Context: an optimization exercise on an open-source flow, tuned for small area, a short achievable clock period and few clock cycles. The choices shown serve that exercise and are no tape-out recipe.
At most, simulation tests tie the RTL to the original design; equivalence was not proved.
Power figures rest on the tool's default switching activity, not on a simulated workload.

==> branch cedar <==
==> flow/design.v <==
module cla16 (
  input  [15:0] a,
  input  [15:0] b,
  input         ci,
  output [15:0] s,
  output        co);
  wire [15:0] g0 = a & b;
  wire [15:0] p0 = a ^ b;
  wire [15:0] g1, p1, g2, p2, g3, p3, g4, p4;
  genvar i;
  generate for (i = 0; i < 16; i = i + 1) begin : pfx
    if (i % 2 == 1) begin : l1
      assign g1[i] = g0[i] | (p0[i] & g0[i - 1]);
      assign p1[i] = p0[i] & p0[i - 1];
    end else begin : l1n
      assign g1[i] = g0[i]; assign p1[i] = p0[i];
    end
    if (i % 4 >= 2) begin : l2
      assign g2[i] = g1[i] | (p1[i] & g1[(i / 4) * 4 + 1]);
      assign p2[i] = p1[i] & p1[(i / 4) * 4 + 1];
    end else begin : l2n
      assign g2[i] = g1[i]; assign p2[i] = p1[i];
    end
    if (i % 8 >= 4) begin : l3
      assign g3[i] = g2[i] | (p2[i] & g2[(i / 8) * 8 + 3]);
      assign p3[i] = p2[i] & p2[(i / 8) * 8 + 3];
    end else begin : l3n
      assign g3[i] = g2[i]; assign p3[i] = p2[i];
    end
    if (i >= 8) begin : l4
      assign g4[i] = g3[i] | (p3[i] & g3[7]);
      assign p4[i] = p3[i] & p3[7];
    end else begin : l4n
      assign g4[i] = g3[i]; assign p4[i] = p3[i];
    end
  end endgenerate
  wire [16:0] c = {g4 | (p4 & {16{ci}}), ci};
  assign s  = p0 ^ c[15:0];
  assign co = c[16];
endmodule
module proc (
  input         clk,
  input         rst,
  output [15:0] imem_addr,
  input  [15:0] imem_rdata,
  input         imem_ready,
  output [15:0] dmem_addr,
  output [15:0] dmem_wdata,
  output        dmem_rd,
  output        dmem_wr,
  input  [15:0] dmem_rdata,
  input         dmem_ready,
  output        halt);
  localparam [15:0] NOP = 16'h0800;
  reg [4:0] op;            
  reg [1:0] fn;            
  reg [7:0] imm;           
  reg [2:0] wsel;          
  reg [15:0] pc2;          
  reg [15:0] rs, rt;       
  reg [15:0] s;            
  reg sco;                 
  reg e_redir;             
  reg e_ld, e_st, e_halt;
  reg [15:0] r0, r1, r2, r3, r4, r5, r6, r7;
  wire op_jal   = (op == 5'b00110);
  wire op_jalr  = (op == 5'b00111);
  wire op_addi  = (op == 5'b01000);
  wire op_subi  = (op == 5'b01001);
  wire op_xori  = (op == 5'b01010);
  wire op_andni = (op == 5'b01011);
  wire op_slbi  = (op == 5'b10010);
  wire op_stu   = (op == 5'b10011);
  wire op_shi   = (op[4:2] == 3'b101);
  wire op_lbi   = (op == 5'b11000);
  wire op_btr   = (op == 5'b11001);
  wire op_shr   = (op == 5'b11010);
  wire op_ar    = (op == 5'b11011);
  wire op_set   = (op[4:2] == 3'b111);
  wire [15:0] y = (op_ar | op_shr | op_set) ? rt : {11'b0, imm[4:0]};
  wire [3:0] cnt  = y[3:0];
  wire [1:0] sk   = op_shr ? fn : op[1:0];         
  wire [3:0] lamt = sk[1] ? (4'd0 - cnt) : cnt;
  wire [31:0] dbl = {rs, rs} << lamt;
  wire [15:0] rot = dbl[31:16];
  wire [15:0] mask_l = 16'hffff << cnt;
  wire [15:0] mask_r = 16'hffff >> cnt;
  wire [15:0] smask = ~sk[0] ? 16'hffff : sk[1] ? mask_r : mask_l;
  wire [15:0] shres = rot & smask;
  wire [15:0] xr = rs ^ y;
  wire eq  = ~|xr;
  wire ovf = (rt[15] ^ rs[15]) & (s[15] ^ rt[15]);
  wire ge  = ~(s[15] ^ ovf);                       
  reg setbit;
  always @* begin
    case (op[1:0])
      2'b00: setbit = eq;
      2'b01: setbit = ge & ~eq;                    
      2'b10: setbit = ge;                          
      default: setbit = sco;                       
    endcase
  end
  wire [15:0] btr;
  genvar g;
  generate for (g = 0; g < 16; g = g + 1) begin : rev
    assign btr[g] = rs[15 - g];
  end endgenerate
  wire arith = op_addi | op_subi | (op_ar & ~fn[1]) | op_stu;
  wire lxor  = op_xori | (op_ar & fn == 2'b10);
  wire landn = op_andni | (op_ar & fn == 2'b11);
  wire shf   = op_shi | op_shr;
  wire link  = op_jal | op_jalr;
  wire [15:0] res =
      ({16{arith}}   & s)
    | ({16{lxor}}    & xr)
    | ({16{landn}}   & (rs & ~y))
    | ({16{shf}}     & shres)
    | ({16{op_set}}  & {15'b0, setbit})
    | ({16{op_btr}}  & btr)
    | ({16{op_lbi}}  & {{8{imm[7]}}, imm})
    | ({16{op_slbi}} & {rs[7:0], imm})
    | ({16{link}}    & pc2)
    | ({16{e_ld}}    & dmem_rdata);
  assign dmem_addr  = {s[15:1], 1'b0};
  assign dmem_wdata = rt;
  assign dmem_rd    = e_ld & ~s[0];
  assign dmem_wr    = e_st & ~s[0];
  wire stop = e_halt | ((e_ld | e_st) & s[0]);
  wire hold = stop | ((dmem_rd | dmem_wr) & ~dmem_ready);
  assign halt = stop;
  wire wr = arith | lxor | landn | shf | op_set | op_btr | op_lbi | op_slbi | link | e_ld;
  wire we = wr & ~hold;
  always @(posedge clk) begin
    if (we && wsel == 3'd0) r0 <= res;
    if (we && wsel == 3'd1) r1 <= res;
    if (we && wsel == 3'd2) r2 <= res;
    if (we && wsel == 3'd3) r3 <= res;
    if (we && wsel == 3'd4) r4 <= res;
    if (we && wsel == 3'd5) r5 <= res;
    if (we && wsel == 3'd6) r6 <= res;
    if (we && wsel == 3'd7) r7 <= res;
  end
  wire [15:0] nxt = e_redir ? s : pc2;
  wire [15:0] nxt2 = nxt + 16'd2;
  assign imem_addr = {nxt[15:1], 1'b0};
  wire [15:0] fi = imem_rdata;
  wire [4:0] fo = fi[15:11];
  wire [4:0] fop = imem_ready ? fo : NOP[15:11];
  function [15:0] rsel;
    input [2:0] sl;
    input [15:0] a0, a1, a2, a3, a4, a5, a6, a7;
    case (sl)
      3'd0: rsel = a0; 3'd1: rsel = a1; 3'd2: rsel = a2; 3'd3: rsel = a3;
      3'd4: rsel = a4; 3'd5: rsel = a5; 3'd6: rsel = a6; default: rsel = a7;
    endcase
  endfunction
  wire [15:0] rfa = rsel(imem_rdata[10:8], r0, r1, r2, r3, r4, r5, r6, r7);
  wire [15:0] rfb = rsel(imem_rdata[7:5],  r0, r1, r2, r3, r4, r5, r6, r7);
  wire [15:0] rsb = (wr && wsel == imem_rdata[10:8]) ? res : rfa;
  wire [15:0] rtb = (wr && wsel == imem_rdata[7:5])  ? res : rfb;
  wire f_j     = (fo == 5'b00100) | (fo == 5'b00110);           
  wire f_jr    = (fo == 5'b00101) | (fo == 5'b00111);           
  wire f_br    = (fo[4:2] == 3'b011);
  wire f_pcrel = f_br | f_j;
  wire f_rfmt  = (fo == 5'b11011) | (fo == 5'b11010) | (fo[4:2] == 3'b111);
  wire f_inv   = (fo == 5'b01001) | (fo == 5'b11011 && fi[1:0] == 2'b01)
               | (fo == 5'b11101) | (fo == 5'b11110);
  wire f_imm8  = f_br | f_jr;                                     
  wire [15:0] f_imm = f_j    ? {{5{fi[10]}}, fi[10:0]}
                    : f_imm8 ? {{8{fi[7]}}, fi[7:0]}
                    : {{11{fi[4]}}, fi[4:0]};
  wire [2:0] f_wsel = (fo == 5'b00110 || fo == 5'b00111) ? 3'd7               
                    : (fo == 5'b11000 || fo == 5'b10010 || fo == 5'b10011) ? fi[10:8]   
                    : (fo[4:3] == 2'b11) ? fi[4:2]                              
                    : fi[7:5];
  wire f_cond  = fo[1] ? (rsb[15] ^ fo[0]) : ((rsb == 16'b0) ^ fo[0]);
  wire [15:0] fx = f_pcrel ? nxt2 : (rsb ^ {16{f_inv}});
  wire [15:0] fy = f_rfmt ? rtb : f_imm;
  wire [16:0] fsum;
  cla16 add (.a(fx), .b(fy), .ci(f_inv), .s(fsum[15:0]), .co(fsum[16]));
  always @(posedge clk) begin
    if (!hold) begin
      rs  <= rsb;
      rt  <= rtb;
      s   <= fsum[15:0];
      sco <= fsum[16];
      fn  <= fi[1:0];
      imm <= fi[7:0];
    end
    if (rst) begin
      op  <= NOP[15:11];
      pc2 <= 16'h0000;
      {e_redir, e_ld, e_st, e_halt} <= 4'b0;
    end else if (!hold) begin
      op      <= fop;
      wsel    <= f_wsel;
      pc2     <= imem_ready ? nxt2 : nxt;
      e_redir <= imem_ready & (f_j | f_jr | (f_br & f_cond));
      e_ld    <= (fop == 5'b10001);
      e_st    <= (fop == 5'b10000) | (fop == 5'b10011);
      e_halt  <= (fop == 5'b00000);
    end
  end
endmodule
==> flow/flow/run.sh <==
#!/bin/bash
# The standard layout, with two changes: ports are buffered with buf_1 cells
# (instead of the clkdlybuf4s50_1 that buffer_ports picks by default), and
# the resizer may change a cell's footprint when it sizes cells up or down.
set -euo pipefail
bash standard.sh MATCH_CELL_FOOTPRINT=0 "BUFFER_PORTS_ARGS=-buffer_cell sky130_fd_sc_hd__buf_1" finish > flow_make.log 2>&1
==> flow/standard.sh <==
#!/bin/bash
# synth_recipe.tcl (not shown) runs the flow's synth.tcl, then flattens the netlist and writes it again
# the make line also repeats each setting of config.mk as NAME=value (left out here)
make -C /OpenROAD-flow-scripts/flow DESIGN_CONFIG=/design/flow/config.mk WORK_HOME=/design/flow/orfs CLKGATE_MAP_FILE= SYNTH_SCRIPT=/design/flow/synth_recipe.tcl "${@:-finish}"
==> flow/config.mk <==
export PLATFORM = sky130hd
export DESIGN_NAME = proc
export DESIGN_NICKNAME = proc
export VERILOG_FILES = /design/flow/design.v
export SDC_FILE = /design/flow/constraint.sdc
export NUM_CORES = 4
export LEC_CHECK = 0
export ABC_AREA = 1
export CAP_MARGIN = 20
export CORE_MARGIN = 2
export CORE_UTILIZATION = 60
export SETUP_SLACK_MARGIN = 5
export SLEW_MARGIN = 20
==> flow/constraint.sdc <==
create_clock -name core_clock -period 10.0 [get_ports {clk}]
set_input_delay 2.0000 -clock core_clock [delete_from_list [all_inputs] [get_ports {clk}]]
set_output_delay 2.0000 -clock core_clock [all_outputs]
set_load 0.01 [all_outputs]
==> inputs of branch lagoon, as changes to branch cedar <==
==> flow/design.v (replaced) <==
module cla16 (
  input  [15:0] a,
  input  [15:0] b,
  input         ci,
  output [15:0] s,
  output        co);
  wire [15:0] g0 = a & b;
  wire [15:0] p0 = a ^ b;
  wire [15:0] g1, p1, g2, p2, g3, p3, g4, p4;
  genvar i;
  generate for (i = 0; i < 16; i = i + 1) begin : pfx
    if (i % 2 == 1) begin : l1
      assign g1[i] = g0[i] | (p0[i] & g0[i - 1]);
      assign p1[i] = p0[i] & p0[i - 1];
    end else begin : l1n
      assign g1[i] = g0[i]; assign p1[i] = p0[i];
    end
    if (i % 4 >= 2) begin : l2
      assign g2[i] = g1[i] | (p1[i] & g1[(i / 4) * 4 + 1]);
      assign p2[i] = p1[i] & p1[(i / 4) * 4 + 1];
    end else begin : l2n
      assign g2[i] = g1[i]; assign p2[i] = p1[i];
    end
    if (i % 8 >= 4) begin : l3
      assign g3[i] = g2[i] | (p2[i] & g2[(i / 8) * 8 + 3]);
      assign p3[i] = p2[i] & p2[(i / 8) * 8 + 3];
    end else begin : l3n
      assign g3[i] = g2[i]; assign p3[i] = p2[i];
    end
    if (i >= 8) begin : l4
      assign g4[i] = g3[i] | (p3[i] & g3[7]);
      assign p4[i] = p3[i] & p3[7];
    end else begin : l4n
      assign g4[i] = g3[i]; assign p4[i] = p3[i];
    end
  end endgenerate
  wire [16:0] c = {g4 | (p4 & {16{ci}}), ci};
  assign s  = p0 ^ c[15:0];
  assign co = c[16];
endmodule
module proc (
  input         clk,
  input         rst,
  output [15:0] imem_addr,
  input  [15:0] imem_rdata,
  input         imem_ready,
  output [15:0] dmem_addr,
  output [15:0] dmem_wdata,
  output        dmem_rd,
  output        dmem_wr,
  input  [15:0] dmem_rdata,
  input         dmem_ready,
  output        halt);
  localparam [15:0] NOP = 16'h0800;
  reg [15:0] ir;
  reg [15:0] pc2;
  reg f_pcrel, f_rfmt, f_inv, f_jmp, f_br, f_ld, f_st;
  reg [15:0] r0, r1, r2, r3, r4, r5, r6, r7;
  wire [4:0] op = ir[15:11];
  wire [1:0] fn = ir[1:0];
  wire op_halt  = (op == 5'b00000);
  wire op_j     = (op == 5'b00100);
  wire op_jr    = (op == 5'b00101);
  wire op_jal   = (op == 5'b00110);
  wire op_jalr  = (op == 5'b00111);
  wire op_addi  = (op == 5'b01000);
  wire op_subi  = (op == 5'b01001);
  wire op_xori  = (op == 5'b01010);
  wire op_andni = (op == 5'b01011);
  wire op_br    = (op[4:2] == 3'b011);
  wire op_st    = (op == 5'b10000);
  wire op_ld    = (op == 5'b10001);
  wire op_slbi  = (op == 5'b10010);
  wire op_stu   = (op == 5'b10011);
  wire op_shi   = (op[4:2] == 3'b101);
  wire op_lbi   = (op == 5'b11000);
  wire op_btr   = (op == 5'b11001);
  wire op_shr   = (op == 5'b11010);
  wire op_ar    = (op == 5'b11011);
  wire op_set   = (op[4:2] == 3'b111);
  wire op_mem   = f_ld | f_st;
  wire rfmt     = f_rfmt;                          
  wire inv      = f_inv;                           
  wire imm8f    = op_jr | op_jalr | op_lbi;        
  wire zx5      = op_xori | op_andni;
  wire [15:0] imm = imm8f ? {{8{ir[7]}}, ir[7:0]}
                          : {{11{ir[4] & ~zx5}}, ir[4:0]};
  function [15:0] rsel;
    input [2:0] s;
    input [15:0] a0, a1, a2, a3, a4, a5, a6, a7;
    case (s)
      3'd0: rsel = a0; 3'd1: rsel = a1; 3'd2: rsel = a2; 3'd3: rsel = a3;
      3'd4: rsel = a4; 3'd5: rsel = a5; 3'd6: rsel = a6; default: rsel = a7;
    endcase
  endfunction
  reg  [15:0] rs, rt;
  wire [15:0] rfa = rsel(imem_rdata[10:8], r0, r1, r2, r3, r4, r5, r6, r7);
  wire [15:0] rfb = rsel(imem_rdata[7:5],  r0, r1, r2, r3, r4, r5, r6, r7);
  wire pcrel = f_pcrel;
  wire [15:0] boff = (op_j | op_jal) ? {{5{ir[10]}}, ir[10:0]} : {{8{ir[7]}}, ir[7:0]};
  wire [15:0] y = rfmt ? rt : pcrel ? boff : imm;
  wire [15:0] x = pcrel ? pc2 : rs ^ {16{inv}};
  wire [16:0] sum;
  cla16 add (.a(x), .b(y), .ci(inv), .s(sum[15:0]), .co(sum[16]));
  wire [3:0] cnt  = op_shr ? rt[3:0] : ir[3:0];
  wire [1:0] sk   = op_shr ? fn : op[1:0];         
  wire [3:0] lamt = sk[1] ? (4'd0 - cnt) : cnt;
  wire [31:0] dbl = {rs, rs} << lamt;
  wire [15:0] rot = dbl[31:16];
  wire [15:0] mask_l = 16'hffff << cnt;
  wire [15:0] mask_r = 16'hffff >> cnt;
  wire [15:0] smask = ~sk[0] ? 16'hffff : sk[1] ? mask_r : mask_l;
  wire [15:0] shres = rot & smask;
  wire [15:0] xr = rs ^ y;
  wire eq  = ~|xr;
  wire ovf = (rt[15] ^ rs[15]) & (sum[15] ^ rt[15]);
  wire ge  = ~(sum[15] ^ ovf);                     
  reg setbit;
  always @* begin
    case (op[1:0])
      2'b00: setbit = eq;
      2'b01: setbit = ge & ~eq;                    
      2'b10: setbit = ge;                          
      default: setbit = sum[16];                   
    endcase
  end
  wire [15:0] btr;
  genvar g;
  generate for (g = 0; g < 16; g = g + 1) begin : rev
    assign btr[g] = rs[15 - g];
  end endgenerate
  wire arith = op_addi | op_subi | (op_ar & ~fn[1]) | op_stu;
  wire lxor  = op_xori | (op_ar & fn == 2'b10);
  wire landn = op_andni | (op_ar & fn == 2'b11);
  wire shf   = op_shi | op_shr;
  wire link  = op_jal | op_jalr;
  wire [15:0] res =
      ({16{arith}}  & sum[15:0])
    | ({16{lxor}}   & xr)
    | ({16{landn}}  & (rs & ~y))
    | ({16{shf}}    & shres)
    | ({16{op_set}} & {15'b0, setbit})
    | ({16{op_btr}} & btr)
    | ({16{op_lbi}} & imm)
    | ({16{op_slbi}} & {rs[7:0], ir[7:0]})
    | ({16{link}}   & pc2)
    | ({16{op_ld}}  & dmem_rdata);
  wire misal = op_mem & sum[0];
  assign dmem_addr  = {sum[15:1], 1'b0};
  assign dmem_wdata = rt;
  assign dmem_rd    = f_ld & ~sum[0];
  assign dmem_wr    = f_st & ~sum[0];
  wire stop = op_halt | misal;
  wire hold = stop | ((dmem_rd | dmem_wr) & ~dmem_ready);
  assign halt = stop;
  wire wr = arith | lxor | landn | shf | op_set | op_btr | op_lbi | op_slbi | link | op_ld;
  wire [2:0] wsel = link ? 3'd7
                  : (op_lbi | op_slbi | op_stu) ? ir[10:8]
                  : (rfmt | op_btr) ? ir[4:2]
                  : ir[7:5];
  wire we = wr & ~hold;
  always @(posedge clk) begin
    if (we && wsel == 3'd0) r0 <= res;
    if (we && wsel == 3'd1) r1 <= res;
    if (we && wsel == 3'd2) r2 <= res;
    if (we && wsel == 3'd3) r3 <= res;
    if (we && wsel == 3'd4) r4 <= res;
    if (we && wsel == 3'd5) r5 <= res;
    if (we && wsel == 3'd6) r6 <= res;
    if (we && wsel == 3'd7) r7 <= res;
  end
  wire taken = f_br & (op[1] ? (rs[15] ^ op[0]) : ((rs == 16'b0) ^ op[0]));
  wire [15:0] nxt = (taken | f_jmp) ? sum[15:0] : pc2;
  assign imem_addr = {nxt[15:1], 1'b0};
  wire [15:0] fi = imem_rdata;
  wire [4:0] fo = fi[15:11];
  wire [4:0] fop = imem_ready ? fo : NOP[15:11];
  always @(posedge clk) begin
    if (!hold) begin
      rs <= (wr && wsel == imem_rdata[10:8]) ? res : rfa;
      rt <= (wr && wsel == imem_rdata[7:5])  ? res : rfb;
      ir[10:0] <= fi[10:0];
      f_pcrel <= (fo[4:2] == 3'b011) | (fo == 5'b00100) | (fo == 5'b00110);
      f_rfmt  <= (fo == 5'b11011) | (fo == 5'b11010) | (fo[4:2] == 3'b111);
      f_inv   <= (fo == 5'b01001) | (fo == 5'b11011 && fi[1:0] == 2'b01)
               | (fo == 5'b11101) | (fo == 5'b11110);
    end
    if (rst) begin
      ir[15:11] <= NOP[15:11];
      pc2 <= 16'h0000;
      {f_jmp, f_br, f_ld, f_st} <= 4'b0;
    end else if (!hold) begin
      ir[15:11] <= fop;
      pc2 <= imem_ready ? nxt + 16'd2 : nxt;
      f_jmp   <= (fop[4:2] == 3'b001);
      f_br    <= (fop[4:2] == 3'b011);
      f_ld    <= (fop == 5'b10001);
      f_st    <= (fop == 5'b10000) | (fop == 5'b10011);
    end
  end
endmodule
--- a/flow/config.mk
+++ b/flow/config.mk
@@ -9,5 +9,6 @@
 export CAP_MARGIN = 20
 export CORE_MARGIN = 2
 export CORE_UTILIZATION = 60
-export SETUP_SLACK_MARGIN = 5
+export SETUP_SLACK_MARGIN = 4.5
 export SLEW_MARGIN = 20
+export TNS_END_PERCENT = 0
==> results.txt <==
Branch cedar passed the timing, DRC and antenna checks. Branch lagoon finished with timing, DRC and antenna clean. Against branch cedar, the setup slack of branch lagoon is worse by 0.39 ns. In branch lagoon the critical path depth is lower than in branch cedar, by 6. Of branch cedar and branch lagoon, branch cedar has the higher die area (gap 7.8%, measured against branch lagoon). Against branch cedar, the total power of branch lagoon is larger by 16%. Final cell count: branch cedar is larger than branch lagoon (about 11%). Against branch lagoon, the combinational power of branch cedar is smaller by 48%. Global-route usage: branch cedar is higher than branch lagoon (2.4 points). Between branch lagoon and branch cedar, the lower sequential share of layout area is in branch cedar (gap 3.5 points). Between branch lagoon and branch cedar, the lower register-to-register slack is in branch cedar (gap 0.67 ns). Clock power: branch lagoon is lower than branch cedar (about 24%). Between branch cedar and branch lagoon, the lower maximum frequency is in branch lagoon (gap 7.7%, measured against branch lagoon).
==> figures <==
metric                                                           branch lagoon             branch cedar
Result of the run                                      complete, no violations  complete, no violations
Biggest fanout along the worst timing path                                   4                        6
Switching component of the power                                      1.524 mW                0.9882 mW
Post-layout instance area                                            14740 µm²                17400 µm²
Setup bufs post-CTS                                                         17                       65
Slew margin rel.                                                        20.08%                   33.19%
Number of tap cells inserted                                               280                      319
Mux contribution to synthesized area                                   0.2361%                 0.06995%
R2r endpoint                                                             r6[8]                    s[15]
Total number of vias                                                     12700                    14240
Cell Int Power                                                        1.878 mW                 1.947 mW
Antenna violations before repair                                             0                        1
Non-clock inverter instance count of the final layout                      268                      254
Number of rows created at floorplan                                         54                       56
Critical path capture point type                                   output port                 register
DP HPWL                                                               33420 µm                 36940 µm
Data arrival time of the worst path                                    3.51 ns                  5.39 ns
Crit. Startpoint                                                        ir[13]            imem_rdata[5]
Worst hold path startpoint                                                f_st                   e_halt
Required time of the worst setup path                                  8.00 ns                 10.27 ns
Static power due to leakage                                           6.172 nW                 7.307 nW
Number of nets at the end of the flow                                     1786                     1963
Post-synthesis register bit count                                          199                      213
Testbench counts of branch lagoon, summed over its fixed seeds: cycles 20,438.
Only the layout flow was run in branch cedar; the RTL was not checked for function there.

what the ideal ports hide:
No port has a modelled driver above. Below, the same layouts with a new extraction and two added sets of constraints.
Step 1 (the two cells are an assumption about what drives the block):
set clk [get_ports {clk}]
set_driving_cell -lib_cell sky130_fd_sc_hd__clkbuf_16 $clk
set_driving_cell -lib_cell sky130_fd_sc_hd__buf_2 [delete_from_list [all_inputs] $clk]
Step 2 also shifts input and output timing later by t, the mid clock arrival at the registers, as if the neighbouring blocks saw the same clock.
Slacks: no drivers / after step 1 / after step 2; pairs: no drivers / after step 1.
| run | shift t [ns] | slack for setup (ns) | worst setup path after step 2 |
|---|---|---|---|
| branch cedar | 0.573 | 4.886 / 4.844 / 4.271 | input to register |
| branch lagoon | 0.493 | 4.491 / 4.444 / 4.937 | register to output |
After both steps setup and hold are still met in every run listed. The setup slack of branch cedar, which loses most, moves by -0.042 ns with the drivers and by -0.615 ns with both steps.
